Background: an optimization exercise with open tools, aiming at small area, a short achievable clock period and few clock cycles per item. Do not read the settings as production practice.
The RTL was checked by simulation tests, not by an equivalence proof against the original design.
Power and IR drop assume default switching activity. No driver is modelled on the clock port, so clocking that relies on it looks cheaper here than on a real chip.

==> flow/design.v <==
module rd_aoi2(input [31:0] d0, input [31:0] d1, input s0, input s1, output [31:0] y);
  assign y = ~((d0 & {32{s0}}) | (d1 & {32{s1}}));
endmodule
module rd_nand4(input [31:0] a0, input [31:0] a1, input [31:0] a2, input [31:0] a3, output [31:0] y);
  assign y = ~(a0 & a1 & a2 & a3);
endmodule
module rd_nor4(input [31:0] a0, input [31:0] a1, input [31:0] a2, input [31:0] a3, output [31:0] y);
  assign y = ~(a0 | a1 | a2 | a3);
endmodule
module apb_master(
  input pclk,
  input preset,
  input [31:0]paddr,
  input pwrite,
  input [2:0]pprot,
  input [31:0]pwdata,
  input [3:0]pstrb,
  output reg [31:0]prdata,
  output pslverr,
  output reg penable,
  output reg [3:0]psel,
  output reg pready
);
  wire req = |paddr;
  wire [6:0] addr = {paddr[31:30], paddr[4:0]};
  wire [127:0] wl = 128'b1 << addr;
  wire [3:0] be = (pstrb == 4'b0) ? 4'b1111 : pstrb;
  wire [3:0] wen = {4{preset & req & pwrite}} & be;
  reg [31:0] memory [0:127];
  integer i;
  always @(posedge pclk) begin
    for (i = 0; i < 128; i = i + 1) begin
      if (wl[i] & wen[0]) memory[i][7:0]   <= pwdata[7:0];
      if (wl[i] & wen[1]) memory[i][15:8]  <= pwdata[15:8];
      if (wl[i] & wen[2]) memory[i][23:16] <= pwdata[23:16];
      if (wl[i] & wen[3]) memory[i][31:24] <= pwdata[31:24];
    end
  end
  wire [31:0] t1 [0:63];
  rd_aoi2 l1_0(memory[0], memory[1], wl[0], wl[1], t1[0]);
  rd_aoi2 l1_1(memory[2], memory[3], wl[2], wl[3], t1[1]);
  rd_aoi2 l1_2(memory[4], memory[5], wl[4], wl[5], t1[2]);
  rd_aoi2 l1_3(memory[6], memory[7], wl[6], wl[7], t1[3]);
  rd_aoi2 l1_4(memory[8], memory[9], wl[8], wl[9], t1[4]);
  rd_aoi2 l1_5(memory[10], memory[11], wl[10], wl[11], t1[5]);
  rd_aoi2 l1_6(memory[12], memory[13], wl[12], wl[13], t1[6]);
  rd_aoi2 l1_7(memory[14], memory[15], wl[14], wl[15], t1[7]);
  rd_aoi2 l1_8(memory[16], memory[17], wl[16], wl[17], t1[8]);
  rd_aoi2 l1_9(memory[18], memory[19], wl[18], wl[19], t1[9]);
  rd_aoi2 l1_10(memory[20], memory[21], wl[20], wl[21], t1[10]);
  rd_aoi2 l1_11(memory[22], memory[23], wl[22], wl[23], t1[11]);
  rd_aoi2 l1_12(memory[24], memory[25], wl[24], wl[25], t1[12]);
  rd_aoi2 l1_13(memory[26], memory[27], wl[26], wl[27], t1[13]);
  rd_aoi2 l1_14(memory[28], memory[29], wl[28], wl[29], t1[14]);
  rd_aoi2 l1_15(memory[30], memory[31], wl[30], wl[31], t1[15]);
  rd_aoi2 l1_16(memory[32], memory[33], wl[32], wl[33], t1[16]);
  rd_aoi2 l1_17(memory[34], memory[35], wl[34], wl[35], t1[17]);
  rd_aoi2 l1_18(memory[36], memory[37], wl[36], wl[37], t1[18]);
  rd_aoi2 l1_19(memory[38], memory[39], wl[38], wl[39], t1[19]);
  rd_aoi2 l1_20(memory[40], memory[41], wl[40], wl[41], t1[20]);
  rd_aoi2 l1_21(memory[42], memory[43], wl[42], wl[43], t1[21]);
  rd_aoi2 l1_22(memory[44], memory[45], wl[44], wl[45], t1[22]);
  rd_aoi2 l1_23(memory[46], memory[47], wl[46], wl[47], t1[23]);
  rd_aoi2 l1_24(memory[48], memory[49], wl[48], wl[49], t1[24]);
  rd_aoi2 l1_25(memory[50], memory[51], wl[50], wl[51], t1[25]);
  rd_aoi2 l1_26(memory[52], memory[53], wl[52], wl[53], t1[26]);
  rd_aoi2 l1_27(memory[54], memory[55], wl[54], wl[55], t1[27]);
  rd_aoi2 l1_28(memory[56], memory[57], wl[56], wl[57], t1[28]);
  rd_aoi2 l1_29(memory[58], memory[59], wl[58], wl[59], t1[29]);
  rd_aoi2 l1_30(memory[60], memory[61], wl[60], wl[61], t1[30]);
  rd_aoi2 l1_31(memory[62], memory[63], wl[62], wl[63], t1[31]);
  rd_aoi2 l1_32(memory[64], memory[65], wl[64], wl[65], t1[32]);
  rd_aoi2 l1_33(memory[66], memory[67], wl[66], wl[67], t1[33]);
  rd_aoi2 l1_34(memory[68], memory[69], wl[68], wl[69], t1[34]);
  rd_aoi2 l1_35(memory[70], memory[71], wl[70], wl[71], t1[35]);
  rd_aoi2 l1_36(memory[72], memory[73], wl[72], wl[73], t1[36]);
  rd_aoi2 l1_37(memory[74], memory[75], wl[74], wl[75], t1[37]);
  rd_aoi2 l1_38(memory[76], memory[77], wl[76], wl[77], t1[38]);
  rd_aoi2 l1_39(memory[78], memory[79], wl[78], wl[79], t1[39]);
  rd_aoi2 l1_40(memory[80], memory[81], wl[80], wl[81], t1[40]);
  rd_aoi2 l1_41(memory[82], memory[83], wl[82], wl[83], t1[41]);
  rd_aoi2 l1_42(memory[84], memory[85], wl[84], wl[85], t1[42]);
  rd_aoi2 l1_43(memory[86], memory[87], wl[86], wl[87], t1[43]);
  rd_aoi2 l1_44(memory[88], memory[89], wl[88], wl[89], t1[44]);
  rd_aoi2 l1_45(memory[90], memory[91], wl[90], wl[91], t1[45]);
  rd_aoi2 l1_46(memory[92], memory[93], wl[92], wl[93], t1[46]);
  rd_aoi2 l1_47(memory[94], memory[95], wl[94], wl[95], t1[47]);
  rd_aoi2 l1_48(memory[96], memory[97], wl[96], wl[97], t1[48]);
  rd_aoi2 l1_49(memory[98], memory[99], wl[98], wl[99], t1[49]);
  rd_aoi2 l1_50(memory[100], memory[101], wl[100], wl[101], t1[50]);
  rd_aoi2 l1_51(memory[102], memory[103], wl[102], wl[103], t1[51]);
  rd_aoi2 l1_52(memory[104], memory[105], wl[104], wl[105], t1[52]);
  rd_aoi2 l1_53(memory[106], memory[107], wl[106], wl[107], t1[53]);
  rd_aoi2 l1_54(memory[108], memory[109], wl[108], wl[109], t1[54]);
  rd_aoi2 l1_55(memory[110], memory[111], wl[110], wl[111], t1[55]);
  rd_aoi2 l1_56(memory[112], memory[113], wl[112], wl[113], t1[56]);
  rd_aoi2 l1_57(memory[114], memory[115], wl[114], wl[115], t1[57]);
  rd_aoi2 l1_58(memory[116], memory[117], wl[116], wl[117], t1[58]);
  rd_aoi2 l1_59(memory[118], memory[119], wl[118], wl[119], t1[59]);
  rd_aoi2 l1_60(memory[120], memory[121], wl[120], wl[121], t1[60]);
  rd_aoi2 l1_61(memory[122], memory[123], wl[122], wl[123], t1[61]);
  rd_aoi2 l1_62(memory[124], memory[125], wl[124], wl[125], t1[62]);
  rd_aoi2 l1_63(memory[126], memory[127], wl[126], wl[127], t1[63]);
  wire [31:0] t2 [0:15];
  rd_nand4 l2_0(t1[0], t1[1], t1[2], t1[3], t2[0]);
  rd_nand4 l2_1(t1[4], t1[5], t1[6], t1[7], t2[1]);
  rd_nand4 l2_2(t1[8], t1[9], t1[10], t1[11], t2[2]);
  rd_nand4 l2_3(t1[12], t1[13], t1[14], t1[15], t2[3]);
  rd_nand4 l2_4(t1[16], t1[17], t1[18], t1[19], t2[4]);
  rd_nand4 l2_5(t1[20], t1[21], t1[22], t1[23], t2[5]);
  rd_nand4 l2_6(t1[24], t1[25], t1[26], t1[27], t2[6]);
  rd_nand4 l2_7(t1[28], t1[29], t1[30], t1[31], t2[7]);
  rd_nand4 l2_8(t1[32], t1[33], t1[34], t1[35], t2[8]);
  rd_nand4 l2_9(t1[36], t1[37], t1[38], t1[39], t2[9]);
  rd_nand4 l2_10(t1[40], t1[41], t1[42], t1[43], t2[10]);
  rd_nand4 l2_11(t1[44], t1[45], t1[46], t1[47], t2[11]);
  rd_nand4 l2_12(t1[48], t1[49], t1[50], t1[51], t2[12]);
  rd_nand4 l2_13(t1[52], t1[53], t1[54], t1[55], t2[13]);
  rd_nand4 l2_14(t1[56], t1[57], t1[58], t1[59], t2[14]);
  rd_nand4 l2_15(t1[60], t1[61], t1[62], t1[63], t2[15]);
  wire [31:0] t3 [0:3];
  rd_nor4 l3_0(t2[0], t2[1], t2[2], t2[3], t3[0]);
  rd_nor4 l3_1(t2[4], t2[5], t2[6], t2[7], t3[1]);
  rd_nor4 l3_2(t2[8], t2[9], t2[10], t2[11], t3[2]);
  rd_nor4 l3_3(t2[12], t2[13], t2[14], t2[15], t3[3]);
  wire [31:0] t4 [0:0];
  rd_nand4 l4_0(t3[0], t3[1], t3[2], t3[3], t4[0]);
  wire [31:0] rdata = t4[0];
  assign pslverr = 1'b0;
  always @(*) begin
    pready  = req;
    penable = req;
    psel    = 4'b0001 << paddr[31:30];
    prdata  = rdata;
  end
endmodule
==> flow/run.sh <==
#!/bin/bash
# synth_recipe.tcl (not shown) runs the flow's synth.tcl, then flattens the netlist and writes it again
# the make line also repeats each setting of config.mk as NAME=value (left out here)
make -C /OpenROAD-flow-scripts/flow DESIGN_CONFIG=/design/flow/config.mk WORK_HOME=/design/flow/orfs CLKGATE_MAP_FILE= SYNTH_SCRIPT=/design/flow/synth_recipe.tcl finish
==> flow/config.mk <==
export PLATFORM = sky130hd
export DESIGN_NAME = apb_master
export DESIGN_NICKNAME = apb_master
export VERILOG_FILES = /design/flow/design.v
export SDC_FILE = /design/flow/constraint.sdc
export NUM_CORES = 4
export LEC_CHECK = 0
export CAP_MARGIN = 20
export CORE_MARGIN = 2
export CORE_UTILIZATION = 70
export CTS_CLUSTER_DIAMETER = 100
export CTS_CLUSTER_SIZE = 25
export PLACE_DENSITY = 0.8
export SETUP_SLACK_MARGIN = 2.0
export SLEW_MARGIN = 20
export SYNTH_HIERARCHICAL = 1
export SYNTH_MINIMUM_KEEP_SIZE = 0
==> flow/constraint.sdc <==
create_clock -name core_clock -period 8.0 [get_ports {pclk}]
set_input_delay 1.6000 -clock core_clock [delete_from_list [all_inputs] [get_ports {pclk}]]
set_output_delay 1.6000 -clock core_clock [all_outputs]
set_load 0.01 [all_outputs]
==> impl_metrics.yaml, run 1 <==
floorplanning:
  fp.dieW_um: 469
  io_pins: 113
  dieHeight_um: 469
  start_util_pct: 70.6
  row_count: 170
  core_area_um2: 215000
  die-area_um2: 220000
yosys:
  synthDominantCellAreaShare_pct: 81.2
  synth_area_per_cell_um2: 18.7
  ys_warn_count: 9
  syn_inst: 8107
  ys_top_cells_by_count: "edfxtp_1 (4,096), a22oi_1 (2,048), nand4_1 (544)"
  syn_nets: 8181
  synth_cell_types: 37
  synth_edf_count: 4096
  ys.flop_type: "edfxtp_1"
  synth_seq_cells: 4096
  yosysSeqAreaShare_pct: 81.2
  synth.area.top_cells: "edfxtp_1 (81%), a22oi_1 (10%), nand4_1 (2.2%)"
  ys_async_sr_fraction_pct: 0
  synthesis.area_um2: 152000
  yosysMostFrequentCell: "edfxtp_1"
  yosys.area.top_type: "edfxtp_1"
clock_tree:
  cts_tree: "built"
  cts_buffers: 181
  cts_root_buffer: "clkbuf_16"
  clk_path_buf_depth: 3
  clock-sinks: 4096
  cts_hold_buf: 0
  cts.clk_slew.worst_paths_ns: 0.09
  htreeDepth: 4
global_route:
  grt_util_met2_pct: 53.8
  overflow: 0
  busiest_layer: "met2"
  grt_usage_pct: 33.8
  grt_pass1_wl_um: 541000
  grt_max_degree: 101
  grt_pass1_vias: 79400
  met3_usage_pct: 7.45
  use_met1_pct: 46.1
  grt_antenna_before_repair: 20
worst_setup_path:
  crit_slowest_cell: "nor4_4"
  worstSetupStartpointType: "primary input"
  max_stage_delay_ns: 0.80
  cp.arrival_ns: 4.78
  crit_required_ns: 6.40
  cp-end-kind: "output pin"
  path_cells: "buf_4 > nor2b_4 > buf_8 > buf_4 > nand3_1 > inv_1 > a22oi_1 > nand4_1 > nor4_4 > nand4_1 > buf_2"
  path_class: "primary input to output pin"
  critical_path_peak_fanout: 8
timing:
  relSlewSlack_pct: 26.8
  finalSetupTns_ns: 0
  fmax_ghz: 0.157
  finalHoldViolations: 0
  fin_crit_sh_pct: 79.8
  drv_slew: 0
  tightestPinTransition_ns: 1.10
  setup_viol: 0
  worst_slack_ns: 1.62
  rsz0062_at_grt: "true"
  fin_crit_ns: 6.38
  whs_ns: 1.12
final_layout:
  seqCellArea_um2: 123000
  largest_reg_flops: 4096
  design_area_um2: 164000
  drive_gt1_share_pct: 14.4
  syn_to_final_growth_pct: 7.94
  n_fill_cell: 10900
  reg.largest.list: "memory x4096"
  fin_util_pct: 76.2
  num-nets-final: 8536
  fin_cells: 11300
  largest-register: "memory"
  multi_input_comb_area_um2: 25600
placement:
  io_buffer_count: 108
  placed_cells: 10900
  hpwl_um: 255000
  pre_cts_ws_ns: 0.225
  dpl_cell_area_um2: 155000
  gp_congestion: 0.898
run:
  max_cap_violations: 0
power_and_ir_drop:
  p_switching_mw: 7.03
  p_leak_nw: 49.1
  power_density_nw_per_um2: 215
  swShare_pct: 20.0
  p_int_mw: 28.1
  power_frac_comb_pct: 3.6
  pwr-share-seq_pct: 67.2
  vdd_drop_max_mv: 0.278
  clockPowerShare_pct: 29.2
  total_power_mw: 35.1
detailed_routing:
  postRouteAntennaNets: 0
  drt_iter0_markers: 11400
  drc: 0
  wl_per_cell_um: 33.6
  vias: 83200
  via_per_inst: 7.34
  finalWirelength_um: 380000
  drt_pass1_iterations: 6
run_status:
  status: "timing/DRC/antenna clean"
min_path:
  hp-class: "primary input to flop"
## Yosys stat by module (local to each module, per instance)
module | area (um2) | flops+latches | cells | copies in the design
rd_nand4 | 200 | 0 | 32 | 17
rd_nor4 | 400 | 0 | 32 | 4
apb_master | 128000 | 4096 | 5003 | 1
rd_aoi2 | 289 | 0 | 38 | 64
## worst max-delay path, delay by kind of cell
family / cells / cell delay, ns
buf+inv: 5 / 0.93
compound gates: 1 / 0.30
simple gates: 5 / 1.93
## layer usage
| layer | up-vias | routed length [um] |
|---|---|---|
| li1 | 34400 | - |
| met1 | 42300 | 129000 |
| met2 | 5749 | 182000 |
| met3 | 731 | 49800 |
| met4 | 12 | 19900 |
| met5 | - | 80 |
## cell families (layout without fill, tap and decap cells)
family,after synthesis,in the layout,synth area share (%)
DFF,4096,4096,81.2
AOI/OAI and AO/OA,2056,2056,10.2
and+or+nand+nor,1339,1342,5.82
buffers and inverters,615,981,2.85
other,1,15,0.00247
## cells in the final DEF (no fill, tap or decap), drive strengths merged, types with 5 or more instances in the layout
cell type and n:
clkdlybuf4s50 37, diode 14, nand3 128, nor4 133, inv 99, and2 5, buf 605, nand4 544
edfxtp 4096, nor2 512, clkbuf 190, nor3 6, clkinvlp 40, a22oi 2048
## power by group through the flow
stage	clock (mW)	combinational, mW	sequential (mW)
after floorplan	0	0.329	24.1
after global placement	0	1.08	24.1
after detailed placement	0	1.14	24.1
after CTS	10.2	1.19	23.6
after global routing	11.0	1.28	23.6
final	10.3	1.26	23.6
## path summary, 6_finish.rpt
path,endpoint,cells past startpoint,from,slack [ns]
worst min-delay path,memory[28][19]$_DFFE_PP_,1,pwdata[19],1.12
worst max-delay path,prdata[17],11,paddr[3],1.62
## what timing repair did
| action | 4_1_cts | 5_1_grt |
|---|---|---|
| endpoints found under the hold margin | 0 | 0 |
| gates resized for setup | 403 | 136 |
| buffers inserted | 141 | 35 |
| pin swaps | 157 | 128 |
| endpoints found under the setup margin | 34 | 32 |
| cloned | 12 | 2 |
## cell type report
type | instances | area share, %
sequential | 4096 | 75.2
multi-input combinational | 3399 | 15.6
timing repair buffer | 649 | 3.63
clock buffer | 187 | 2.86
tap | 2838 | 2.17
inverter | 130 | 0.390
clock inverter | 10 | 0.0849
timing repair inverter | 5 | 0.0214
antenna | 14 | 0.0214
Testbench counts, summed over its fixed seeds: cycles 12,000, items 12,000.
==> run 2, diff against run 1 <==
--- a/flow/design.v
+++ b/flow/design.v
@@ -1,11 +1,14 @@
 module rd_aoi2(input [31:0] d0, input [31:0] d1, input s0, input s1, output [31:0] y);
   assign y = ~((d0 & {32{s0}}) | (d1 & {32{s1}}));
+endmodule
+module rd_nand2(input [31:0] a0, input [31:0] a1, output [31:0] y);
+  assign y = ~(a0 & a1);
 endmodule
 module rd_nand4(input [31:0] a0, input [31:0] a1, input [31:0] a2, input [31:0] a3, output [31:0] y);
   assign y = ~(a0 & a1 & a2 & a3);
 endmodule
-module rd_nor4(input [31:0] a0, input [31:0] a1, input [31:0] a2, input [31:0] a3, output [31:0] y);
-  assign y = ~(a0 | a1 | a2 | a3);
+module rd_nor2(input [31:0] a0, input [31:0] a1, output [31:0] y);
+  assign y = ~(a0 | a1);
 endmodule
 module apb_master(
   input pclk,
@@ -118,14 +121,26 @@
   rd_nand4 l2_13(t1[52], t1[53], t1[54], t1[55], t2[13]);
   rd_nand4 l2_14(t1[56], t1[57], t1[58], t1[59], t2[14]);
   rd_nand4 l2_15(t1[60], t1[61], t1[62], t1[63], t2[15]);
-  wire [31:0] t3 [0:3];
-  rd_nor4 l3_0(t2[0], t2[1], t2[2], t2[3], t3[0]);
-  rd_nor4 l3_1(t2[4], t2[5], t2[6], t2[7], t3[1]);
-  rd_nor4 l3_2(t2[8], t2[9], t2[10], t2[11], t3[2]);
-  rd_nor4 l3_3(t2[12], t2[13], t2[14], t2[15], t3[3]);
-  wire [31:0] t4 [0:0];
-  rd_nand4 l4_0(t3[0], t3[1], t3[2], t3[3], t4[0]);
-  wire [31:0] rdata = t4[0];
+  wire [31:0] t3 [0:7];
+  rd_nor2 l3_0(t2[0], t2[1], t3[0]);
+  rd_nor2 l3_1(t2[2], t2[3], t3[1]);
+  rd_nor2 l3_2(t2[4], t2[5], t3[2]);
+  rd_nor2 l3_3(t2[6], t2[7], t3[3]);
+  rd_nor2 l3_4(t2[8], t2[9], t3[4]);
+  rd_nor2 l3_5(t2[10], t2[11], t3[5]);
+  rd_nor2 l3_6(t2[12], t2[13], t3[6]);
+  rd_nor2 l3_7(t2[14], t2[15], t3[7]);
+  wire [31:0] t4 [0:3];
+  rd_nand2 l4_0(t3[0], t3[1], t4[0]);
+  rd_nand2 l4_1(t3[2], t3[3], t4[1]);
+  rd_nand2 l4_2(t3[4], t3[5], t4[2]);
+  rd_nand2 l4_3(t3[6], t3[7], t4[3]);
+  wire [31:0] t5 [0:1];
+  rd_nor2 l5_0(t4[0], t4[1], t5[0]);
+  rd_nor2 l5_1(t4[2], t4[3], t5[1]);
+  wire [31:0] t6 [0:0];
+  rd_nand2 l6_0(t5[0], t5[1], t6[0]);
+  wire [31:0] rdata = t6[0];
   assign pslverr = 1'b0;
   always @(*) begin
     pready  = req;
==> impl_metrics.yaml, run 2 <==
yosys:
  ys_warn_count: 9
  synth_edf_count: 4096
  syn_inst: 8427
  synthDominantCellAreaShare_pct: 81.2
  yosysSeqAreaShare_pct: 81.2
  synthesis.area_um2: 152000
  synth_area_per_cell_um2: 18.0
  synth_cell_types: 37
  synth_seq_cells: 4096
  syn_nets: 8501
  yosys.area.top_type: "edfxtp_1"
  synth.area.top_cells: "edfxtp_1 (81%), a22oi_1 (10%), nand4_1 (2.1%)"
  yosysMostFrequentCell: "edfxtp_1"
  ys_top_cells_by_count: "edfxtp_1 (4,096), a22oi_1 (2,048), nor2_1 (826)"
  ys_async_sr_fraction_pct: 0
  ys.flop_type: "edfxtp_1"
worst_setup_path:
  critical_path_peak_fanout: 7
  worstSetupStartpointType: "primary input"
  crit_required_ns: 6.40
  crit_path_end: "prdata[25]"
  path_class: "primary input to output pin"
  cp-end-kind: "output pin"
  cp.arrival_ns: 4.58
  startpoint: "paddr[2]"
global_route:
  grt_antenna_before_repair: 5
  overflow: 0
  grt_max_degree: 108
  grt_pass1_wl_um: 541000
  grt_usage_pct: 33.8
  grt_pass1_vias: 81600
floorplanning:
  die-area_um2: 220000
  start_util_pct: 70.6
  row_count: 170
  fp.dieW_um: 469
  core_area_um2: 215000
  dieHeight_um: 469
  io_pins: 113
timing:
  rsz0062_at_grt: "true"
  tightestPinTransition_ns: 1.11
  fmax_ghz: 0.162
  setup_viol: 0
  fin_crit_ns: 6.18
  finalHoldViolations: 0
  relSlewSlack_pct: 25.9
  drv_slew: 0
  fin_crit_sh_pct: 77.2
  finalSetupTns_ns: 0
final_layout:
  syn_to_final_growth_pct: 9.14
  largest-register: "memory"
  num-nets-final: 8912
  largest_reg_flops: 4096
  reg.largest.list: "memory x4096"
  n_fill_cell: 10800
  design_area_um2: 165000
  layout_common_cells: "edfxtp_1 (4,096), a22oi_1 (1,966), nor2_1 (614), nand4_1 (512), buf_4 (493)"
  drive_gt1_share_pct: 16.0
  layout_commonest_cell: "edfxtp_1"
power_and_ir_drop:
  p_leak_nw: 50.2
  power_density_nw_per_um2: 213
  vdd_drop_max_mv: 0.263
clock_tree:
  cts_hold_buf: 0
  clock-sinks: 4096
  cts.clk_slew.worst_paths_ns: 0.09
  htreeDepth: 4
  clk_path_buf_depth: 3
  cts_buffers: 181
  cts_root_buffer: "clkbuf_16"
  cts_tree: "built"
detailed_routing:
  drc: 0
  wl_per_cell_um: 32.5
  via_per_inst: 7.28
  finalWirelength_um: 380000
  drt_pass1_iterations: 8
  postRouteAntennaNets: 0
  vias: 85200
  drt_iter0_markers: 13700
placement:
  dpl_cell_area_um2: 156000
  gp_congestion: 0.946
  io_buffer_count: 108
  hpwl_um: 248000
min_path:
  hp-class: "primary input to flop"
  hold_depth: 1
run:
  max_cap_violations: 0
run_status:
  status: "timing/DRC/antenna clean"
[run 2: cell types whose count changed after synthesis, sizes merged]
cell,change
nor2,+320
nand2,+160
nor4,-128
nand4,-32
[run 2: cells by family (layout without fill, tap and decap cells)]
family	after synthesis	count (layout)	synth area share, %
buffers and inverters	615	1039	2.85
DFF	4096	4096	81.2
AOI/OAI and AO/OA	2056	2056	10.2
other	1	6	0.00247
and+or+nand+nor	1659	1660	5.82
[run 2: worst max-delay path, cell delays in order]
cell	delay, ns
clkdlybuf4s15_2	0.24
buf_6	0.17
nor3b_4	0.18
buf_12	0.17
buf_4	0.17
nand3_4	0.13
clkinvlp_4	0.22
buf_4	0.21
a22oi_1	0.22
nand4_1	0.25
nor2_2	0.20
nand2_4	0.14
nor2_4	0.18
nand2_2	0.12
dlygate4sd2_1	0.32
[run 2: report_power, final]
part / switching [mW] / total, mW / internal [mW]
clock: 5.99 / 10.2 / 4.24
sequential: 0.00799 / 23.6 / 23.6
combinational: 1.05 / 1.35 / 0.298
total: 7.05 / 35.2 / 28.1
[run 2: cell type report]
type                            count  area (um2)  area share, %
Clock buffer                      188        4700           2.84
Timing Repair inverter              5        35.0         0.0212
Timing Repair Buffer              707        6820           4.13
Sequential cell                  4096      123000           74.4
Antenna cell                        5        12.5        0.00756
Multi-Input combinational cell   3717       26500           16.0
Tap cell                         2838        3550           2.15
Clock inverter                      9         134         0.0809
Inverter                          130         686          0.415
[run 2: stage by stage]
stage | utilization, % | power, mW | hold slack, ns | setup WS (ns) | cells
after floorplan | - | 24.4 | 1.70 | 3.25 | 8427
after global placement | 72.5 | 25.2 | 2.12 | 0.484 | 11300
after detailed placement | 72.5 | 25.2 | 2.14 | 0.377 | 11300
after CTS | 76.5 | 35.0 | 1.22 | 1.85 | 11600
after global routing | 77.0 | 35.9 | 1.24 | 1.82 | 11700
final | 77.0 | 35.2 | 1.25 | 1.82 | 11700
[run 2: timing repair]
item                                    4_1_cts  5_1_grt
endpoints found under the setup margin       32       32
gates resized for setup                     649      194
setup buffers                               171       43
gates cloned                                  9        3
pin swaps                                   178      169
[run 2: worst min-delay path by stage]
stage | from | endpoint | slack, ns
floorplan | pwdata[0] | memory[0][0]$_DFFE_PP_ | 1.70
global placement | pwdata[9] | memory[23][9]$_DFFE_PP_ | 2.12
detailed placement | pwdata[9] | memory[23][9]$_DFFE_PP_ | 2.14
CTS | pwdata[9] | memory[23][9]$_DFFE_PP_ | 1.22
global route | pwdata[9] | memory[28][9]$_DFFE_PP_ | 1.24
finish | pwdata[28] | memory[83][28]$_DFFE_PP_ | 1.25
[run 2: Yosys stat by module (local to each module, per instance)]
module	cell area, um2	copies in the design	cells inside	flops+latches
rd_nand2	120	5	32	0
rd_nand4	200	16	32	0
rd_aoi2	289	64	38	0
apb_master	128000	1	5003	4096
rd_nor2	120	10	32	0
[run 2: per-layer routing]
| layer | GRT usage [%] | part of all wire (%) |
|---|---|---|
| met3 | 5.93 | 13 |
| met2 | 54.5 | 48 |
| met5 | 0 | 0 |
| met1 | 46.1 | 33 |
| met4 | 15.6 | 5.8 |
Testbench counts of run 2, summed over its fixed seeds: cycles 12,000, items 12,000.
==> run 3, diff against run 2 <==
==> flow/flow/run.sh (new file) <==
#!/bin/bash
# Layout: the standard flow. Synthesis runs unchanged; the later steps
# buffer the ports with plain buffers (which the resizer can size) and keep
# the resizer off the low-power clock inverters and delay cells
# (flow/dont_use.txt: the platform's own list plus those).
set -euo pipefail
bash standard.sh synth > synth.log 2>&1
du="$(cat flow/dont_use.txt)"
bash standard.sh "BUFFER_PORTS_ARGS=-buffer_cell sky130_fd_sc_hd__buf_4" \
  "DONT_USE_CELLS=$du" finish > layout.log 2>&1
==> flow/flow/dont_use.txt (new file) <==
sky130_fd_sc_hd__probe_p_8 sky130_fd_sc_hd__probec_p_8 sky130_fd_sc_hd__lpflow_bleeder_1 sky130_fd_sc_hd__lpflow_clkbufkapwr_1 sky130_fd_sc_hd__lpflow_clkbufkapwr_16 sky130_fd_sc_hd__lpflow_clkbufkapwr_2 sky130_fd_sc_hd__lpflow_clkbufkapwr_4 sky130_fd_sc_hd__lpflow_clkbufkapwr_8 sky130_fd_sc_hd__lpflow_clkinvkapwr_1 sky130_fd_sc_hd__lpflow_clkinvkapwr_16 sky130_fd_sc_hd__lpflow_clkinvkapwr_2 sky130_fd_sc_hd__lpflow_clkinvkapwr_4 sky130_fd_sc_hd__lpflow_clkinvkapwr_8 sky130_fd_sc_hd__lpflow_decapkapwr_12 sky130_fd_sc_hd__lpflow_decapkapwr_3 sky130_fd_sc_hd__lpflow_decapkapwr_4 sky130_fd_sc_hd__lpflow_decapkapwr_6 sky130_fd_sc_hd__lpflow_decapkapwr_8 sky130_fd_sc_hd__lpflow_inputiso0n_1 sky130_fd_sc_hd__lpflow_inputiso0p_1 sky130_fd_sc_hd__lpflow_inputiso1n_1 sky130_fd_sc_hd__lpflow_inputiso1p_1 sky130_fd_sc_hd__lpflow_inputisolatch_1 sky130_fd_sc_hd__lpflow_isobufsrc_1 sky130_fd_sc_hd__lpflow_isobufsrc_16 sky130_fd_sc_hd__lpflow_isobufsrc_2 sky130_fd_sc_hd__lpflow_isobufsrc_4 sky130_fd_sc_hd__lpflow_isobufsrc_8 sky130_fd_sc_hd__lpflow_isobufsrckapwr_16 sky130_fd_sc_hd__lpflow_lsbuf_lh_hl_isowell_tap_1 sky130_fd_sc_hd__lpflow_lsbuf_lh_hl_isowell_tap_2 sky130_fd_sc_hd__lpflow_lsbuf_lh_hl_isowell_tap_4 sky130_fd_sc_hd__lpflow_lsbuf_lh_isowell_4 sky130_fd_sc_hd__lpflow_lsbuf_lh_isowell_tap_1 sky130_fd_sc_hd__lpflow_lsbuf_lh_isowell_tap_2 sky130_fd_sc_hd__lpflow_lsbuf_lh_isowell_tap_4 sky130_fd_sc_hd__fill_1 sky130_fd_sc_hd__fill_2 sky130_fd_sc_hd__fill_4 sky130_fd_sc_hd__fill_8  sky130_fd_sc_hd__clkdlybuf4s15_1 sky130_fd_sc_hd__clkdlybuf4s15_2 sky130_fd_sc_hd__clkdlybuf4s18_1 sky130_fd_sc_hd__clkdlybuf4s18_2 sky130_fd_sc_hd__clkdlybuf4s25_1 sky130_fd_sc_hd__clkdlybuf4s25_2 sky130_fd_sc_hd__clkdlybuf4s50_1 sky130_fd_sc_hd__clkdlybuf4s50_2 sky130_fd_sc_hd__clkinvlp_2 sky130_fd_sc_hd__clkinvlp_4 sky130_fd_sc_hd__dlygate4sd1_1 sky130_fd_sc_hd__dlygate4sd2_1 sky130_fd_sc_hd__dlygate4sd3_1 sky130_fd_sc_hd__dlymetal6s2s_1 sky130_fd_sc_hd__dlymetal6s4s_1 sky130_fd_sc_hd__dlymetal6s6s_1 
==> flow/standard.sh (new file) <==
#!/bin/bash
# synth_recipe.tcl (not shown) runs the flow's synth.tcl, then flattens the netlist and writes it again
# the make line also repeats each setting of config.mk as NAME=value (left out here)
make -C /OpenROAD-flow-scripts/flow DESIGN_CONFIG=/design/flow/config.mk WORK_HOME=/design/flow/orfs CLKGATE_MAP_FILE= SYNTH_SCRIPT=/design/flow/synth_recipe.tcl "${@:-finish}"
removed: flow/run.sh
==> impl_metrics.yaml, run 3 <==
worst_setup_path:
  cp.arrival_ns: 4.50
  path_class: "primary input to output pin"
  crit_required_ns: 6.40
  worstSetupStartpointType: "primary input"
  critical_path_peak_fanout: 24
  cp-end-kind: "output pin"
timing:
  rsz0062_at_grt: "true"
  fmax_ghz: 0.164
  tightestPinTransition_ns: 1.20
  drv_slew: 0
  fin_crit_sh_pct: 76.3
  relSlewSlack_pct: 20.2
  worst_slack_ns: 1.90
  setup_viol: 0
  finalHoldViolations: 0
  finalSetupTns_ns: 0
  fin_crit_ns: 6.10
yosys:
  syn_inst: 8427
  synth_cell_types: 37
  ys.flop_type: "edfxtp_1"
  syn_nets: 8501
  ys_top_cells_by_count: "edfxtp_1 (4,096), a22oi_1 (2,048), nor2_1 (826)"
  ys_warn_count: 9
  yosysMostFrequentCell: "edfxtp_1"
  yosys.area.top_type: "edfxtp_1"
  synthesis.area_um2: 152000
  synth_area_per_cell_um2: 18.0
  yosysSeqAreaShare_pct: 81.2
  synth.area.top_cells: "edfxtp_1 (81%), a22oi_1 (10%), nand4_1 (2.1%)"
  synth_edf_count: 4096
  synthDominantCellAreaShare_pct: 81.2
  synth_seq_cells: 4096
  ys_async_sr_fraction_pct: 0
clock_tree:
  cts_buffers: 181
  clock-sinks: 4096
  cts_tree: "built"
  cts_hold_buf: 0
  cts.clk_slew.worst_paths_ns: 0.09
  cts_root_buffer: "clkbuf_16"
  clk_path_buf_depth: 3
  htreeDepth: 4
detailed_routing:
  drc: 0
  drt_iter0_markers: 12100
  postRouteAntennaNets: 0
  vias: 82200
  via_per_inst: 7.17
  wl_per_cell_um: 31.2
  finalWirelength_um: 358000
  drt_pass1_iterations: 8
placement:
  gp_congestion: 0.938
  io_buffer_count: 108
  placed_cells: 11200
  pre_cts_ws_ns: 0.896
  hpwl_um: 241000
  dpl_cell_area_um2: 154000
run:
  max_cap_violations: 0
floorplanning:
  io_pins: 113
  core_area_um2: 215000
  row_count: 170
  dieHeight_um: 469
  die-area_um2: 220000
  start_util_pct: 70.6
  fp.dieW_um: 469
power_and_ir_drop:
  p_leak_nw: 48.2
  total_power_mw: 35.0
  power_frac_comb_pct: 3.4
  vdd_drop_max_mv: 0.240
  power_density_nw_per_um2: 218
  p_switching_mw: 6.88
  swShare_pct: 19.7
  pwr-share-seq_pct: 67.4
  p_int_mw: 28.1
  clockPowerShare_pct: 29.1
final_layout:
  num-nets-final: 8675
  design_area_um2: 160000
  largest-register: "memory"
  layout_common_cells: "edfxtp_1 (4,096), a22oi_1 (2,044), nor2_1 (727), nand4_1 (512), clkbuf_16 (191)"
  seqCellArea_um2: 123000
  n_fill_cell: 11700
  layout_commonest_cell: "edfxtp_1"
  fin_cells: 11500
  reg.largest.list: "memory x4096"
  largest_reg_flops: 4096
  multi_input_comb_area_um2: 25000
  drive_gt1_share_pct: 11.0
  syn_to_final_growth_pct: 5.76
global_route:
  grt_pass1_vias: 79100
  grt_max_degree: 100
  met3_usage_pct: 5.71
  grt_util_met2_pct: 51.3
  use_met1_pct: 44.7
  grt_antenna_before_repair: 4
  overflow: 0
  grt_usage_pct: 32.2
  busiest_layer: "met2"
  grt_pass1_wl_um: 517000
run_status:
  status: "timing/DRC/antenna clean"
min_path:
  hp-class: "primary input to flop"
run 3: final cells by class:
cell class                      count  share of cell area [%]
Antenna cell                        7                  0.0109
Sequential cell                  4096                    76.7
Timing Repair Buffer              473                    2.02
Clock inverter                      2                  0.0242
Clock buffer                      191                    2.98
Multi-Input combinational cell   3719                    15.6
Inverter                          130                   0.413
Tap cell                         2838                    2.22
run 3: cells by family after synthesis:
| kind of cell | share of synthesized area [%] |
|---|---|
| flops | 81.2 |
| compound gates | 10.2 |
| simple gates | 5.82 |
| buf+inv | 2.85 |
| other cells | 0.00247 |
run 3: worst max-delay path: stages:
cell and delay [ns]:
buf_6 0.18, nand2b_1 0.14, bufinv_8 0.25, buf_6 0.20, nand3_4 0.14, inv_4 0.12, buf_2 0.22, a22oi_1 0.28
nand4_1 0.19, nor2_1 0.34, nand2_2 0.27, nor2_1 0.23, nand2_1 0.11, buf_4 0.16
run 3: power by group through the flow:
stage / sequential [mW] / clock, mW / combinational, mW
final: 23.6 / 10.2 / 1.21
after global routing: 23.6 / 10.9 / 1.23
after CTS: 23.6 / 10.2 / 1.14
after detailed placement: 24.1 / 0 / 1.06
after global placement: 24.1 / 0 / 1.02
after floorplan: 24.1 / 0 / 0.327
run 3: metal layers:
metal / part of all wire [%] / vias to the layer above
li1: - / 34700
met1: 35 / 41500
met2: 48 / 5394
met3: 12 / 619
met4: 5.1 / 2
met5: 0.0034 / -
run 3: per-stage QoR:
stage | hold slack [ns] | util, %
final | 1.27 | 74.6
after global routing | 1.27 | 74.6
after CTS | 1.24 | 74.4
after detailed placement | 2.18 | 71.6
after global placement | 2.15 | 71.6
after floorplan | 1.70 | -
run 3: final timing paths:
path | from | cells after the start | endpoint | slack (ns)
max | paddr[30] | 14 | prdata[3] | 1.90
min | pwdata[0] | 1 | memory[2][0]$_DFFE_PP_ | 1.27
run 3: repair_timing:
action	4_1_cts	5_1_grt
pin swaps	9	19
buffers inserted	57	5
gates resized for setup	355	137
endpoints found under the setup margin	32	32
cloned	3	0
run 3: modules after synthesis (local to each module, per instance):
module / times used / flops+latches / cell area [um2] / cells
apb_master: 1 / 4096 / 128000 / 5003
rd_nor2: 10 / 0 / 120 / 32
rd_aoi2: 64 / 0 / 289 / 38
rd_nand4: 16 / 0 / 200 / 32
rd_nand2: 5 / 0 / 120 / 32
==> run 4, diff against run 3 <==
==> flow/flow/run.sh (replaced) <==
#!/bin/bash
# Layout: the standard flow. Synthesis runs unchanged; the later steps
# buffer the ports with plain buffers (which the resizer can size), keep the
# resizer off the low-power clock inverters and delay cells
# (flow/dont_use.txt: the platform's own list plus those), and weight the
# timing-critical nets more in global placement.
set -euo pipefail
bash standard.sh synth > synth.log 2>&1
du="$(cat flow/dont_use.txt)"
bash standard.sh "BUFFER_PORTS_ARGS=-buffer_cell sky130_fd_sc_hd__buf_4" \
  "DONT_USE_CELLS=$du" \
  "GLOBAL_PLACEMENT_ARGS=-timing_driven_net_weight_max 5 -timing_driven_nets_percentage 30" \
  finish > layout.log 2>&1
--- a/flow/config.mk
+++ b/flow/config.mk
@@ -9,7 +9,7 @@
 export CORE_MARGIN = 2
 export CORE_UTILIZATION = 70
 export CTS_CLUSTER_DIAMETER = 100
-export CTS_CLUSTER_SIZE = 25
+export CTS_CLUSTER_SIZE = 30
 export PLACE_DENSITY = 0.8
 export SETUP_SLACK_MARGIN = 2.0
 export SLEW_MARGIN = 20
==> impl_metrics.yaml, run 4 <==
run_status:
  status: "timing/DRC/antenna clean"
yosys:
  ys_warn_count: 9
  synth_seq_cells: 4096
  ys.flop_type: "edfxtp_1"
  ys_async_sr_fraction_pct: 0
  synth_cell_types: 37
  synthesis.area_um2: 152000
  yosysSeqAreaShare_pct: 81.2
  synth.area.top_cells: "edfxtp_1 (81%), a22oi_1 (10%), nand4_1 (2.1%)"
  synth_area_per_cell_um2: 18.0
  syn_inst: 8427
  synth_edf_count: 4096
  ys_top_cells_by_count: "edfxtp_1 (4,096), a22oi_1 (2,048), nor2_1 (826)"
  yosysMostFrequentCell: "edfxtp_1"
  yosys.area.top_type: "edfxtp_1"
  synthDominantCellAreaShare_pct: 81.2
  syn_nets: 8501
global_route:
  grt_antenna_before_repair: 10
  grt_usage_pct: 32.1
  grt_pass1_wl_um: 516000
  grt_pass1_vias: 78200
  overflow: 0
  grt_max_degree: 105
clock_tree:
  cts_buffers: 154
  cts.clk_slew.worst_paths_ns: 0.11
  cts_tree: "built"
  cts_root_buffer: "clkbuf_16"
  htreeDepth: 4
  clk_path_buf_depth: 3
  clock-sinks: 4096
  cts_hold_buf: 0
power_and_ir_drop:
  vdd_drop_max_mv: 0.263
  total_power_mw: 34.2
  p_leak_nw: 47.8
  power_density_nw_per_um2: 214
min_path:
  hold_depth: 1
  hp-class: "primary input to flop"
  min_to: "memory[5][1]$_DFFE_PP_"
  hold_path.startpoint: "pwdata[1]"
timing:
  finalSetupTns_ns: 0
  fin_crit_sh_pct: 76.7
  tightestPinTransition_ns: 1.16
  relSlewSlack_pct: 22.6
  rsz0062_at_grt: "true"
  fin_crit_ns: 6.14
  fmax_ghz: 0.163
  whs_ns: 1.22
  finalHoldViolations: 0
  setup_viol: 0
  drv_slew: 0
final_layout:
  layout_commonest_cell: "edfxtp_1"
  design_area_um2: 159000
  seqCellArea_um2: 123000
  n_fill_cell: 11900
  drive_gt1_share_pct: 10.9
  reg.largest.list: "memory x4096"
  syn_to_final_growth_pct: 5.23
  layout_common_cells: "edfxtp_1 (4,096), a22oi_1 (2,041), nor2_1 (716), nand4_1 (512), buf_4 (180)"
  largest_reg_flops: 4096
  largest-register: "memory"
  multi_input_comb_area_um2: 25100
  num-nets-final: 8641
  fin_cells: 11400
floorplanning:
  io_pins: 113
  row_count: 170
  dieHeight_um: 469
  core_area_um2: 215000
  start_util_pct: 70.6
  fp.dieW_um: 469
  die-area_um2: 220000
detailed_routing:
  drc: 0
  drt_iter0_markers: 12400
  vias: 82000
  drt_pass1_iterations: 6
  postRouteAntennaNets: 0
  finalWirelength_um: 357000
  via_per_inst: 7.18
  wl_per_cell_um: 31.3
worst_setup_path:
  cp.arrival_ns: 4.54
  worstSetupStartpointType: "primary input"
  cp-end-kind: "output pin"
  path_cells: "buf_4 > nor3b_4 > buf_8 > buf_4 > nand3_4 > inv_1 > clkbuf_8 > a22oi_1 > nand4_1 > nor2_1 > nand2_2 > nor2_2 > nand2_1 > buf_4"
  max_stage_delay_ns: 0.31
  crit_required_ns: 6.40
  critical_path_peak_fanout: 32
  crit_slowest_cell: "nor2_1"
  path_class: "primary input to output pin"
  crit_top_cell: "buf_4"
placement:
  gp_congestion: 0.979
  placed_cells: 11200
  io_buffer_count: 108
  hpwl_um: 239000
  dpl_cell_area_um2: 154000
run:
  max_cap_violations: 0
## run 4: worst max-delay path by stage
stage | start | to | slack (ns)
floorplan | paddr[1] | prdata[21] | 3.25
global placement | paddr[1] | prdata[21] | 0.97
detailed placement | paddr[0] | prdata[2] | 0.95
CTS | paddr[4] | prdata[2] | 1.96
global route | paddr[30] | prdata[21] | 1.95
finish | paddr[0] | prdata[28] | 1.86
## run 4: timing repair
action | 4_1_cts | 5_1_grt
endpoints found under the setup margin | 32 | 32
buffers inserted | 70 | 3
pin swaps | 15 | 30
gates cloned | 3 | 0
resized for setup | 336 | 136
## run 4: per-stage QoR
step                utilization, %  setup slack [ns]
finish                        74.2              1.86
global route                  74.2              1.95
global placement              71.5             0.967
CTS                           74.0              1.96
detailed placement            71.5             0.946
floorplan                        -              3.25
## run 4: worst max-delay path: cells and delay by family
family	cells	cell delay [ns]
buffers and inverters	6	1.09
AOI/OAI and AO/OA	1	0.22
and+or+nand+nor	7	1.58
## run 4: modules after synthesis, one instance, submodules excluded
| module | flip-flops and latches | cells |
|---|---|---|
| rd_aoi2 | 0 | 38 |
| rd_nand2 | 0 | 32 |
| rd_nand4 | 0 | 32 |
| rd_nor2 | 0 | 32 |
| apb_master | 4096 | 5003 |
## run 4: kinds of logic after synthesis
logic type             Yosys count  share of synthesized area, %
other                            1                       0.00247
flip-flops                    4096                          81.2
buffers and inverters          615                          2.85
AO/OA/AOI/OAI                 2056                          10.2
AND/OR/NAND/NOR               1659                          5.82
## run 4: routing by layer
metal	share of wire (%)	GRT usage [%]	vias to the layer above	wire, um
met5	0.018	0	-	64
met4	4.5	12.3	10	16000
met3	13	6.11	572	44700
met2	48	51.1	5392	171000
met1	35	45.0	41500	125000
li1	-	-	34600	-
## run 4: area by class of cell
| class | instances | share of cell area, % |
|---|---|---|
| flip-flops and latches | 4096 | 77.1 |
| multi-input cells | 3719 | 15.7 |
| clock buffers | 159 | 2.49 |
| well taps | 2838 | 2.23 |
| repair buffers | 466 | 2.00 |
| inverters | 130 | 0.388 |
| clock inverters | 2 | 0.0157 |
| diodes | 10 | 0.0157 |
## run 4: power breakdown
part | total [mW] | switching [mW] | internal, mW
Clock | 9.38 | 5.78 | 3.59
Combinational | 1.22 | 0.979 | 0.240
Sequential | 23.6 | 0.00752 | 23.6
Total | 34.2 | 6.77 | 27.4
==> run 5, diff against run 4 <==
==> flow/design.v (replaced) <==
module rd_aoi2(input [31:0] d0, input [31:0] d1, input s0, input s1, output [31:0] y);
  assign y = ~((d0 & {32{s0}}) | (d1 & {32{s1}}));
endmodule
module rd_aoi3(input [31:0] d0, input [31:0] d1, input [31:0] d2, input s0, input s1, input s2, output [31:0] y);
  assign y = ~((d0 & {32{s0}}) | (d1 & {32{s1}}) | (d2 & {32{s2}}));
endmodule
module rd_inv(input [31:0] a, output [31:0] y);
  assign y = ~a;
endmodule
module rd_nand2(input [31:0] a0, input [31:0] a1, output [31:0] y);
  assign y = ~(a0 & a1);
endmodule
module rd_nand3(input [31:0] a0, input [31:0] a1, input [31:0] a2, output [31:0] y);
  assign y = ~(a0 & a1 & a2);
endmodule
module rd_nand4(input [31:0] a0, input [31:0] a1, input [31:0] a2, input [31:0] a3, output [31:0] y);
  assign y = ~(a0 & a1 & a2 & a3);
endmodule
module rd_nor2(input [31:0] a0, input [31:0] a1, output [31:0] y);
  assign y = ~(a0 | a1);
endmodule
module apb_master(
  input pclk,
  input preset,
  input [31:0]paddr,
  input pwrite,
  input [2:0]pprot,
  input [31:0]pwdata,
  input [3:0]pstrb,
  output reg [31:0]prdata,
  output pslverr,
  output reg penable,
  output reg [3:0]psel,
  output reg pready
);
  wire req = |paddr;
  wire [6:0] addr = {paddr[31:30], paddr[4:0]};
  wire [127:0] wl = 128'b1 << addr;
  wire [3:0] be = (pstrb == 4'b0) ? 4'b1111 : pstrb;
  wire [3:0] wen = {4{preset & req & pwrite}} & be;
  reg [31:0] memory [0:127];
  integer i;
  always @(posedge pclk) begin
    for (i = 0; i < 128; i = i + 1) begin
      if (wl[i] & wen[0]) memory[i][7:0]   <= pwdata[7:0];
      if (wl[i] & wen[1]) memory[i][15:8]  <= pwdata[15:8];
      if (wl[i] & wen[2]) memory[i][23:16] <= pwdata[23:16];
      if (wl[i] & wen[3]) memory[i][31:24] <= pwdata[31:24];
    end
  end
  wire [31:0] t1 [0:42];
  rd_aoi3 l1_0(memory[0], memory[1], memory[2], wl[0], wl[1], wl[2], t1[0]);
  rd_aoi3 l1_1(memory[3], memory[4], memory[5], wl[3], wl[4], wl[5], t1[1]);
  rd_aoi3 l1_2(memory[6], memory[7], memory[8], wl[6], wl[7], wl[8], t1[2]);
  rd_aoi3 l1_3(memory[9], memory[10], memory[11], wl[9], wl[10], wl[11], t1[3]);
  rd_aoi3 l1_4(memory[12], memory[13], memory[14], wl[12], wl[13], wl[14], t1[4]);
  rd_aoi3 l1_5(memory[15], memory[16], memory[17], wl[15], wl[16], wl[17], t1[5]);
  rd_aoi3 l1_6(memory[18], memory[19], memory[20], wl[18], wl[19], wl[20], t1[6]);
  rd_aoi3 l1_7(memory[21], memory[22], memory[23], wl[21], wl[22], wl[23], t1[7]);
  rd_aoi3 l1_8(memory[24], memory[25], memory[26], wl[24], wl[25], wl[26], t1[8]);
  rd_aoi3 l1_9(memory[27], memory[28], memory[29], wl[27], wl[28], wl[29], t1[9]);
  rd_aoi3 l1_10(memory[30], memory[31], memory[32], wl[30], wl[31], wl[32], t1[10]);
  rd_aoi3 l1_11(memory[33], memory[34], memory[35], wl[33], wl[34], wl[35], t1[11]);
  rd_aoi3 l1_12(memory[36], memory[37], memory[38], wl[36], wl[37], wl[38], t1[12]);
  rd_aoi3 l1_13(memory[39], memory[40], memory[41], wl[39], wl[40], wl[41], t1[13]);
  rd_aoi3 l1_14(memory[42], memory[43], memory[44], wl[42], wl[43], wl[44], t1[14]);
  rd_aoi3 l1_15(memory[45], memory[46], memory[47], wl[45], wl[46], wl[47], t1[15]);
  rd_aoi3 l1_16(memory[48], memory[49], memory[50], wl[48], wl[49], wl[50], t1[16]);
  rd_aoi3 l1_17(memory[51], memory[52], memory[53], wl[51], wl[52], wl[53], t1[17]);
  rd_aoi3 l1_18(memory[54], memory[55], memory[56], wl[54], wl[55], wl[56], t1[18]);
  rd_aoi3 l1_19(memory[57], memory[58], memory[59], wl[57], wl[58], wl[59], t1[19]);
  rd_aoi3 l1_20(memory[60], memory[61], memory[62], wl[60], wl[61], wl[62], t1[20]);
  rd_aoi3 l1_21(memory[63], memory[64], memory[65], wl[63], wl[64], wl[65], t1[21]);
  rd_aoi3 l1_22(memory[66], memory[67], memory[68], wl[66], wl[67], wl[68], t1[22]);
  rd_aoi3 l1_23(memory[69], memory[70], memory[71], wl[69], wl[70], wl[71], t1[23]);
  rd_aoi3 l1_24(memory[72], memory[73], memory[74], wl[72], wl[73], wl[74], t1[24]);
  rd_aoi3 l1_25(memory[75], memory[76], memory[77], wl[75], wl[76], wl[77], t1[25]);
  rd_aoi3 l1_26(memory[78], memory[79], memory[80], wl[78], wl[79], wl[80], t1[26]);
  rd_aoi3 l1_27(memory[81], memory[82], memory[83], wl[81], wl[82], wl[83], t1[27]);
  rd_aoi3 l1_28(memory[84], memory[85], memory[86], wl[84], wl[85], wl[86], t1[28]);
  rd_aoi3 l1_29(memory[87], memory[88], memory[89], wl[87], wl[88], wl[89], t1[29]);
  rd_aoi3 l1_30(memory[90], memory[91], memory[92], wl[90], wl[91], wl[92], t1[30]);
  rd_aoi3 l1_31(memory[93], memory[94], memory[95], wl[93], wl[94], wl[95], t1[31]);
  rd_aoi3 l1_32(memory[96], memory[97], memory[98], wl[96], wl[97], wl[98], t1[32]);
  rd_aoi3 l1_33(memory[99], memory[100], memory[101], wl[99], wl[100], wl[101], t1[33]);
  rd_aoi3 l1_34(memory[102], memory[103], memory[104], wl[102], wl[103], wl[104], t1[34]);
  rd_aoi3 l1_35(memory[105], memory[106], memory[107], wl[105], wl[106], wl[107], t1[35]);
  rd_aoi3 l1_36(memory[108], memory[109], memory[110], wl[108], wl[109], wl[110], t1[36]);
  rd_aoi3 l1_37(memory[111], memory[112], memory[113], wl[111], wl[112], wl[113], t1[37]);
  rd_aoi3 l1_38(memory[114], memory[115], memory[116], wl[114], wl[115], wl[116], t1[38]);
  rd_aoi3 l1_39(memory[117], memory[118], memory[119], wl[117], wl[118], wl[119], t1[39]);
  rd_aoi3 l1_40(memory[120], memory[121], memory[122], wl[120], wl[121], wl[122], t1[40]);
  rd_aoi3 l1_41(memory[123], memory[124], memory[125], wl[123], wl[124], wl[125], t1[41]);
  rd_aoi2 l1_42(memory[126], memory[127], wl[126], wl[127], t1[42]);
  wire [31:0] t2 [0:10];
  rd_nand4 l2_0(t1[0], t1[1], t1[2], t1[3], t2[0]);
  rd_nand4 l2_1(t1[4], t1[5], t1[6], t1[7], t2[1]);
  rd_nand4 l2_2(t1[8], t1[9], t1[10], t1[11], t2[2]);
  rd_nand4 l2_3(t1[12], t1[13], t1[14], t1[15], t2[3]);
  rd_nand4 l2_4(t1[16], t1[17], t1[18], t1[19], t2[4]);
  rd_nand4 l2_5(t1[20], t1[21], t1[22], t1[23], t2[5]);
  rd_nand4 l2_6(t1[24], t1[25], t1[26], t1[27], t2[6]);
  rd_nand4 l2_7(t1[28], t1[29], t1[30], t1[31], t2[7]);
  rd_nand4 l2_8(t1[32], t1[33], t1[34], t1[35], t2[8]);
  rd_nand4 l2_9(t1[36], t1[37], t1[38], t1[39], t2[9]);
  rd_nand3 l2_10(t1[40], t1[41], t1[42], t2[10]);
  wire [31:0] t3 [0:5];
  rd_nor2 l3_0(t2[0], t2[1], t3[0]);
  rd_nor2 l3_1(t2[2], t2[3], t3[1]);
  rd_nor2 l3_2(t2[4], t2[5], t3[2]);
  rd_nor2 l3_3(t2[6], t2[7], t3[3]);
  rd_nor2 l3_4(t2[8], t2[9], t3[4]);
  rd_inv l3_5(t2[10], t3[5]);
  wire [31:0] t4 [0:2];
  rd_nand2 l4_0(t3[0], t3[1], t4[0]);
  rd_nand2 l4_1(t3[2], t3[3], t4[1]);
  rd_nand2 l4_2(t3[4], t3[5], t4[2]);
  wire [31:0] t5 [0:1];
  rd_nor2 l5_0(t4[0], t4[1], t5[0]);
  rd_inv l5_1(t4[2], t5[1]);
  wire [31:0] t6 [0:0];
  rd_nand2 l6_0(t5[0], t5[1], t6[0]);
  wire [31:0] rdata = t6[0];
  assign pslverr = 1'b0;
  always @(*) begin
    pready  = req;
    penable = req;
    psel    = 4'b0001 << paddr[31:30];
    prdata  = rdata;
  end
endmodule
==> flow/flow/run.sh (replaced) <==
#!/bin/bash
# Layout: the standard flow. Synthesis runs unchanged; the later steps
# buffer the ports with plain buffers (which the resizer can size) and keep
# the resizer off the low-power clock inverters and delay cells
# (flow/dont_use.txt: the platform's own list plus those).
set -euo pipefail
bash standard.sh synth > synth.log 2>&1
du="$(cat flow/dont_use.txt)"
bash standard.sh "BUFFER_PORTS_ARGS=-buffer_cell sky130_fd_sc_hd__buf_4" \
  "DONT_USE_CELLS=$du" finish > layout.log 2>&1
--- a/flow/config.mk
+++ b/flow/config.mk
@@ -7,10 +7,10 @@
 export LEC_CHECK = 0
 export CAP_MARGIN = 20
 export CORE_MARGIN = 2
-export CORE_UTILIZATION = 70
+export CORE_UTILIZATION = 75
 export CTS_CLUSTER_DIAMETER = 100
 export CTS_CLUSTER_SIZE = 30
-export PLACE_DENSITY = 0.8
+export PLACE_DENSITY = 0.85
 export SETUP_SLACK_MARGIN = 2.0
 export SLEW_MARGIN = 20
 export SYNTH_HIERARCHICAL = 1
==> impl_metrics.yaml, run 5 <==
run_status:
  status: "timing/DRC/antenna clean"
min_path:
  hold_path.startpoint: "pwdata[2]"
  hp-class: "primary input to flop"
global_route:
  grt_pass1_wl_um: 567000
  grt_antenna_before_repair: 7
  overflow: 0
  grt_max_degree: 90
  grt_pass1_vias: 80000
  grt_usage_pct: 39.6
detailed_routing:
  drt_pass1_iterations: 14
  routed.top_layer: "met4"
  drc: 0
  wl_met3_um: 71500
  drt_iter0_markers: 22700
  dr_wl_met2_um: 188000
  vias: 86000
  drt-met1-wl_um: 118000
  postRouteAntennaNets: 0
  finalWirelength_um: 414000
  wl_per_cell_um: 39.9
  via_per_inst: 8.28
yosys:
  ys_async_sr_fraction_pct: 0
  synth_area_per_cell_um2: 19.9
  syn_nets: 7573
  synth_cell_types: 38
  ys_top_cells_by_count: "edfxtp_1 (4,096), a222oi_1 (1,344), nor2_1 (698)"
  synthesis.area_um2: 149000
  syn_inst: 7499
  yosysSeqAreaShare_pct: 82.6
  yosysMostFrequentCell: "edfxtp_1"
  ys_warn_count: 9
  synth_edf_count: 4096
  synthDominantCellAreaShare_pct: 82.6
  synth_seq_cells: 4096
  synth.area.top_cells: "edfxtp_1 (83%), a222oi_1 (9.0%), buf_6 (2.0%)"
  yosys.area.top_type: "edfxtp_1"
  ys.flop_type: "edfxtp_1"
timing:
  relSlewSlack_pct: 16.8
  rsz0062_at_grt: "true"
  fin_crit_sh_pct: 78.5
  fmax_ghz: 0.159
  fin_crit_ns: 6.28
  tightestPinTransition_ns: 1.25
  drv_slew: 0
  finalHoldViolations: 0
  finalSetupTns_ns: 0
  worst_slack_ns: 1.72
  setup_viol: 0
final_layout:
  largest_reg_flops: 4096
  num-nets-final: 7810
  reg.largest.list: "memory x4096"
  syn_to_final_growth_pct: 6.43
  layout_common_cells: "edfxtp_1 (4,096), a222oi_1 (1,344), nor2_1 (578), nand4_1 (320), buf_4 (183)"
  layout_commonest_cell: "edfxtp_1"
  largest-register: "memory"
  drive_gt1_share_pct: 14.0
clock_tree:
  cts_buffers: 154
  clock-sinks: 4096
  htreeDepth: 4
  cts_root_buffer: "clkbuf_16"
  cts_hold_buf: 0
  cts.clk_slew.worst_paths_ns: 0.11
  cts_tree: "built"
  clk_path_buf_depth: 3
power_and_ir_drop:
  total_power_mw: 34.7
  p_int_mw: 27.5
  power_density_nw_per_um2: 219
  clockPowerShare_pct: 27.7
  power_frac_comb_pct: 4.2
  p_leak_nw: 48.3
  pwr-share-seq_pct: 68.1
  swShare_pct: 20.6
  p_switching_mw: 7.14
  vdd_drop_max_mv: 0.295
placement:
  pre_cts_ws_ns: 0.634
  hpwl_um: 245000
  io_buffer_count: 108
  gp_congestion: 0.943
floorplanning:
  io_pins: 113
  core_area_um2: 197000
  row_count: 163
  fp.dieW_um: 450
  start_util_pct: 75.5
  dieHeight_um: 450
  die-area_um2: 202000
worst_setup_path:
  worstSetupStartpointType: "primary input"
  cp.arrival_ns: 4.68
  startpoint: "paddr[0]"
  crit_slowest_cell: "a222oi_1"
  critPathBufInv: 7
  cp-end-kind: "output pin"
  path_cells: "buf_12 > and3b_4 > buf_12 > nand3_4 > inv_4 > buf_2 > clkbuf_16 > buf_2 > a222oi_1 > nand4_1 > nor2_1 > nand2_2 > nor2_2 > nand2_4 > buf_4"
  critical_path_peak_fanout: 8
  cp_top_family: "simple AND/OR/NAND/NOR gates"
  crit_required_ns: 6.40
  path_class: "primary input to output pin"
  max_stage_delay_ns: 0.56
run:
  max_cap_violations: 0
==> run 5: cell types whose count changed in the layout (fill, tap and decap cells not counted), sizes merged, moves of 76 or more <==
| cell | before | now |
|---|---|---|
| nand4 | 512 | 320 |
| buf | 450 | 534 |
| a222oi | 0 | 1344 |
| inv | 129 | 205 |
| a22oi | 2048 | 32 |
| nor2 | 831 | 704 |
==> run 5: repair_timing <==
action / in CTS / in global routing
setup buffers: 59 / 120
pin swaps: 312 / 239
gates resized for setup: 669 / 248
gates cloned: 5 / 9
hold endpoints to repair: 0 / 0
endpoints found under the setup margin: 32 / 32
==> run 5: cells by family after synthesis <==
family,synth area share (%)
flops,82.6
compound gates,9.23
simple gates,4.82
buf+inv,3.33
other cells,0.00252
==> run 5: cell type report <==
| type | instances | area [um2] |
|---|---|---|
| antenna | 4 | 10.0 |
| clock buffer | 160 | 4000 |
| clock inverter | 10 | 95.1 |
| fill | 8666 | 38800 |
| inverter | 194 | 1050 |
| multi-input combinational | 2728 | 22500 |
| sequential | 4096 | 123000 |
| tap | 2640 | 3300 |
| timing repair buffer | 557 | 4480 |
| timing repair inverter | 5 | 46.3 |
==> run 5: per-stage QoR <==
step | instance area, um2 | hold WS (ns) | util (%) | std cells
finish | 158000 | 1.23 | 80.3 | 10400
global route | 158000 | 1.23 | 80.3 | 10400
floorplan | 149000 | 1.70 | - | 7499
CTS | 157000 | 1.24 | 79.5 | 10300
global placement | 150000 | 2.13 | 76.2 | 10000
detailed placement | 150000 | 2.16 | 76.2 | 10000
==> run 5: Yosys stat by module, one instance, submodules excluded <==
module      flip-flops and latches  cells inside  cell area, um2  copies in the design
apb_master                    4096          5003          128000                     1
rd_aoi2                          0            38             289                     1
rd_nand4                         0            32             200                    10
rd_aoi3                          0            41             403                    42
rd_nand2                         0            32             120                     4
rd_nor2                          0            32             120                     6
rd_inv                           0            32             120                     2
rd_nand3                         0            32             160                     1
==> run 5: layer usage <==
layer / track usage, % / vias to the layer above
li1: - / 32900
met1: 51.9 / 41800
met2: 61.1 / 9613
met3: 9.60 / 1631
met4: 24.5 / 0
met5: 0 / -
==> run 5: power groups by stage <==
stage               registers [mW]  logic [mW]  clock network, mW
floorplan                     24.1       0.334                  0
finish                        23.6        1.45               9.61
detailed placement            24.1        1.14                  0
global placement              24.1        1.09                  0
global route                  23.6        1.42               10.1
CTS                           23.6        1.28               9.41
==> run 5: worst paths after layout <==
path	to	cells past startpoint
worst max-delay path	prdata[10]	15
worst min-delay path	memory[117][2]$_DFFE_PP_	1
Testbench counts of run 5, summed over its fixed seeds: cycles 12,000, items 12,000.
==> run 6, diff against run 5 <==
==> flow/flow/run.sh (replaced) <==
#!/bin/bash
# Layout: the standard flow. Synthesis runs unchanged; the later steps
# buffer the ports with plain buffers (which the resizer can size), keep the
# resizer off the low-power clock inverters and delay cells
# (flow/dont_use.txt: the platform's own list plus those), and weight the
# timing-critical nets more in global placement.
set -euo pipefail
bash standard.sh synth > synth.log 2>&1
du="$(cat flow/dont_use.txt)"
bash standard.sh "BUFFER_PORTS_ARGS=-buffer_cell sky130_fd_sc_hd__buf_4" \
  "DONT_USE_CELLS=$du" \
  "GLOBAL_PLACEMENT_ARGS=-timing_driven_net_weight_max 5 -timing_driven_nets_percentage 30" \
  finish > layout.log 2>&1
--- a/flow/config.mk
+++ b/flow/config.mk
@@ -7,10 +7,10 @@
 export LEC_CHECK = 0
 export CAP_MARGIN = 20
 export CORE_MARGIN = 2
-export CORE_UTILIZATION = 75
+export CORE_UTILIZATION = 70
 export CTS_CLUSTER_DIAMETER = 100
 export CTS_CLUSTER_SIZE = 30
-export PLACE_DENSITY = 0.85
+export PLACE_DENSITY = 0.8
 export SETUP_SLACK_MARGIN = 2.0
 export SLEW_MARGIN = 20
 export SYNTH_HIERARCHICAL = 1
==> impl_metrics.yaml, run 6 <==
run_status:
  status: "timing/DRC/antenna clean"
clock_tree:
  cts_tree: "built"
  cts_hold_buf: 0
  cts_buffers: 154
  cts.clk_slew.worst_paths_ns: 0.11
  cts_root_buffer: "clkbuf_16"
  clock-sinks: 4096
  htreeDepth: 4
  clk_path_buf_depth: 3
floorplanning:
  fp.dieW_um: 465
  dieHeight_um: 465
  start_util_pct: 70.3
  die-area_um2: 216000
  row_count: 169
  io_pins: 113
  core_area_um2: 212000
min_path:
  hp-class: "primary input to flop"
  hold_depth: 1
  hold_path.startpoint: "pwdata[7]"
  min_to: "memory[80][7]$_DFFE_PP_"
yosys:
  ys_async_sr_fraction_pct: 0
  ys.flop_type: "edfxtp_1"
  synth_area_per_cell_um2: 19.9
  synth.area.top_cells: "edfxtp_1 (83%), a222oi_1 (9.0%), buf_6 (2.0%)"
  synthDominantCellAreaShare_pct: 82.6
  synth_cell_types: 38
  syn_inst: 7499
  yosys.area.top_type: "edfxtp_1"
  synthesis.area_um2: 149000
  ys_warn_count: 9
  yosysSeqAreaShare_pct: 82.6
  synth_edf_count: 4096
  synth_seq_cells: 4096
  ys_top_cells_by_count: "edfxtp_1 (4,096), a222oi_1 (1,344), nor2_1 (698)"
  syn_nets: 7573
  yosysMostFrequentCell: "edfxtp_1"
timing:
  drv_slew: 0
  rsz0062_at_grt: "true"
  finalSetupTns_ns: 0
  tightestPinTransition_ns: 1.22
  fin_crit_ns: 6.38
  relSlewSlack_pct: 18.9
  finalHoldViolations: 0
  fmax_ghz: 0.157
  fin_crit_sh_pct: 79.7
  setup_viol: 0
global_route:
  overflow: 0
  grt_usage_pct: 36.7
  grt_antenna_before_repair: 13
  grt_max_degree: 117
  grt_pass1_wl_um: 561000
  grt_pass1_vias: 78900
detailed_routing:
  wl_per_cell_um: 38.2
  finalWirelength_um: 403000
  vias: 83800
  via_per_inst: 7.95
  postRouteAntennaNets: 0
  drt_pass1_iterations: 14
  drt_iter0_markers: 20900
  drc: 0
power_and_ir_drop:
  power_density_nw_per_um2: 219
  vdd_drop_max_mv: 0.282
  p_leak_nw: 48.1
final_layout:
  layout_common_cells: "edfxtp_1 (4,096), a222oi_1 (1,344), nor2_1 (577), nand4_1 (320), buf_4 (183)"
  reg.largest.list: "memory x4096"
  largest_reg_flops: 4096
  n_fill_cell: 10900
  fin_cells: 10500
  drive_gt1_share_pct: 13.6
  num-nets-final: 7771
  layout_commonest_cell: "edfxtp_1"
  largest-register: "memory"
  syn_to_final_growth_pct: 6.23
run:
  max_cap_violations: 0
worst_setup_path:
  cp_top_family: "simple AND/OR/NAND/NOR gates"
  worstSetupStartpointType: "primary input"
  path_class: "primary input to output pin"
  crit_slowest_cell: "a222oi_1"
  cp.arrival_ns: 4.78
  path_cells: "buf_4 > nor2b_4 > buf_12 > nand3_4 > inv_4 > buf_6 > a222oi_1 > nand4_1 > nor2_2 > nand2_2 > nor2_4 > nand2_4 > buf_4"
  max_stage_delay_ns: 0.57
  crit_required_ns: 6.40
  crit_top_cell: "buf_4"
  critical_path_peak_fanout: 15
  critPathBufInv: 5
  cp-end-kind: "output pin"
placement:
  io_buffer_count: 108
  gp_congestion: 0.912
  placed_cells: 10300
  hpwl_um: 251000
## run 6: cell counts after synthesis
Identical to the previous run, type by type.
## run 6: cell families after synthesis
kind of cell,after synthesis,share of synthesized area [%]
simple gates,1339,4.82
compound gates,1384,9.23
flops,4096,82.6
other cells,1,0.00252
buf+inv,679,3.33
## run 6: worst max-delay path by stage
stage                  to  startpoint  cells after the start  slack, ns
6_report        prdata[8]    paddr[4]                     13       1.62
5_1_grt        prdata[31]    paddr[1]                     15       1.92
4_1_cts        prdata[25]    paddr[2]                     14       1.97
3_5_place_dp   prdata[27]    paddr[1]                     12       0.73
3_3_place_gp   prdata[28]    paddr[2]                     14       0.76
2_1_floorplan  prdata[10]    paddr[2]                     13       3.08
## run 6: what timing repair did
item / CTS / global route
resized for setup: 639 / 194
endpoints found under the hold margin: 0 / 0
setup endpoints to repair: 32 / 32
cloned: 8 / 0
setup buffers: 72 / 27
pin swaps: 244 / 210
## run 6: final cells by class
type	instances	area (um2)	area share, %
Tap cell	2821	3530	2.23
Sequential cell	4096	123000	77.8
Timing Repair Buffer	521	4010	2.53
Inverter	194	1010	0.640
Clock buffer	161	4030	2.55
Clock inverter	9	93.8	0.0593
Timing Repair inverter	1	8.76	0.00554
Multi-Input combinational cell	2729	22500	14.2
Antenna cell	7	17.5	0.0111
## run 6: where the power goes
group / internal (mW) / switching, mW / total, mW / leakage [nW]
Clock: 3.65 / 5.90 / 9.55 / 2.03
Combinational: 0.288 / 1.13 / 1.41 / 9.26
Sequential: 23.6 / 0.00790 / 23.6 / 36.8
Total: 27.5 / 7.03 / 34.6 / 48.1
## run 6: stage by stage
| stage | hold slack, ns | utilization, % | setup slack [ns] | cell area, um2 | total power [mW] |
|---|---|---|---|---|---|
| floorplan | 1.70 | - | 3.08 | 149000 | 24.4 |
| global placement | 2.08 | 71.2 | 0.764 | 151000 | 25.2 |
| detailed placement | 2.09 | 71.2 | 0.730 | 151000 | 25.3 |
| CTS | 1.14 | 74.3 | 1.97 | 157000 | 34.4 |
| global route | 1.17 | 74.7 | 1.92 | 158000 | 35.1 |
| finish | 1.18 | 74.7 | 1.62 | 158000 | 34.6 |
## run 6: Yosys stat by module, one instance, submodules excluded
| module | times used | flops+latches |
|---|---|---|
| apb_master | 1 | 4096 |
| rd_aoi2 | 1 | 0 |
| rd_aoi3 | 42 | 0 |
| rd_inv | 2 | 0 |
| rd_nand2 | 4 | 0 |
| rd_nand3 | 1 | 0 |
| rd_nand4 | 10 | 0 |
| rd_nor2 | 6 | 0 |
## run 6: layer usage
layer	wire, um	GRT usage, %	vias to the layer above
li1	-	-	32900
met4	28800	20.6	6
met5	30	0	-
met3	67100	9.27	1227
met2	184000	56.0	8167
met1	122000	49.1	41500
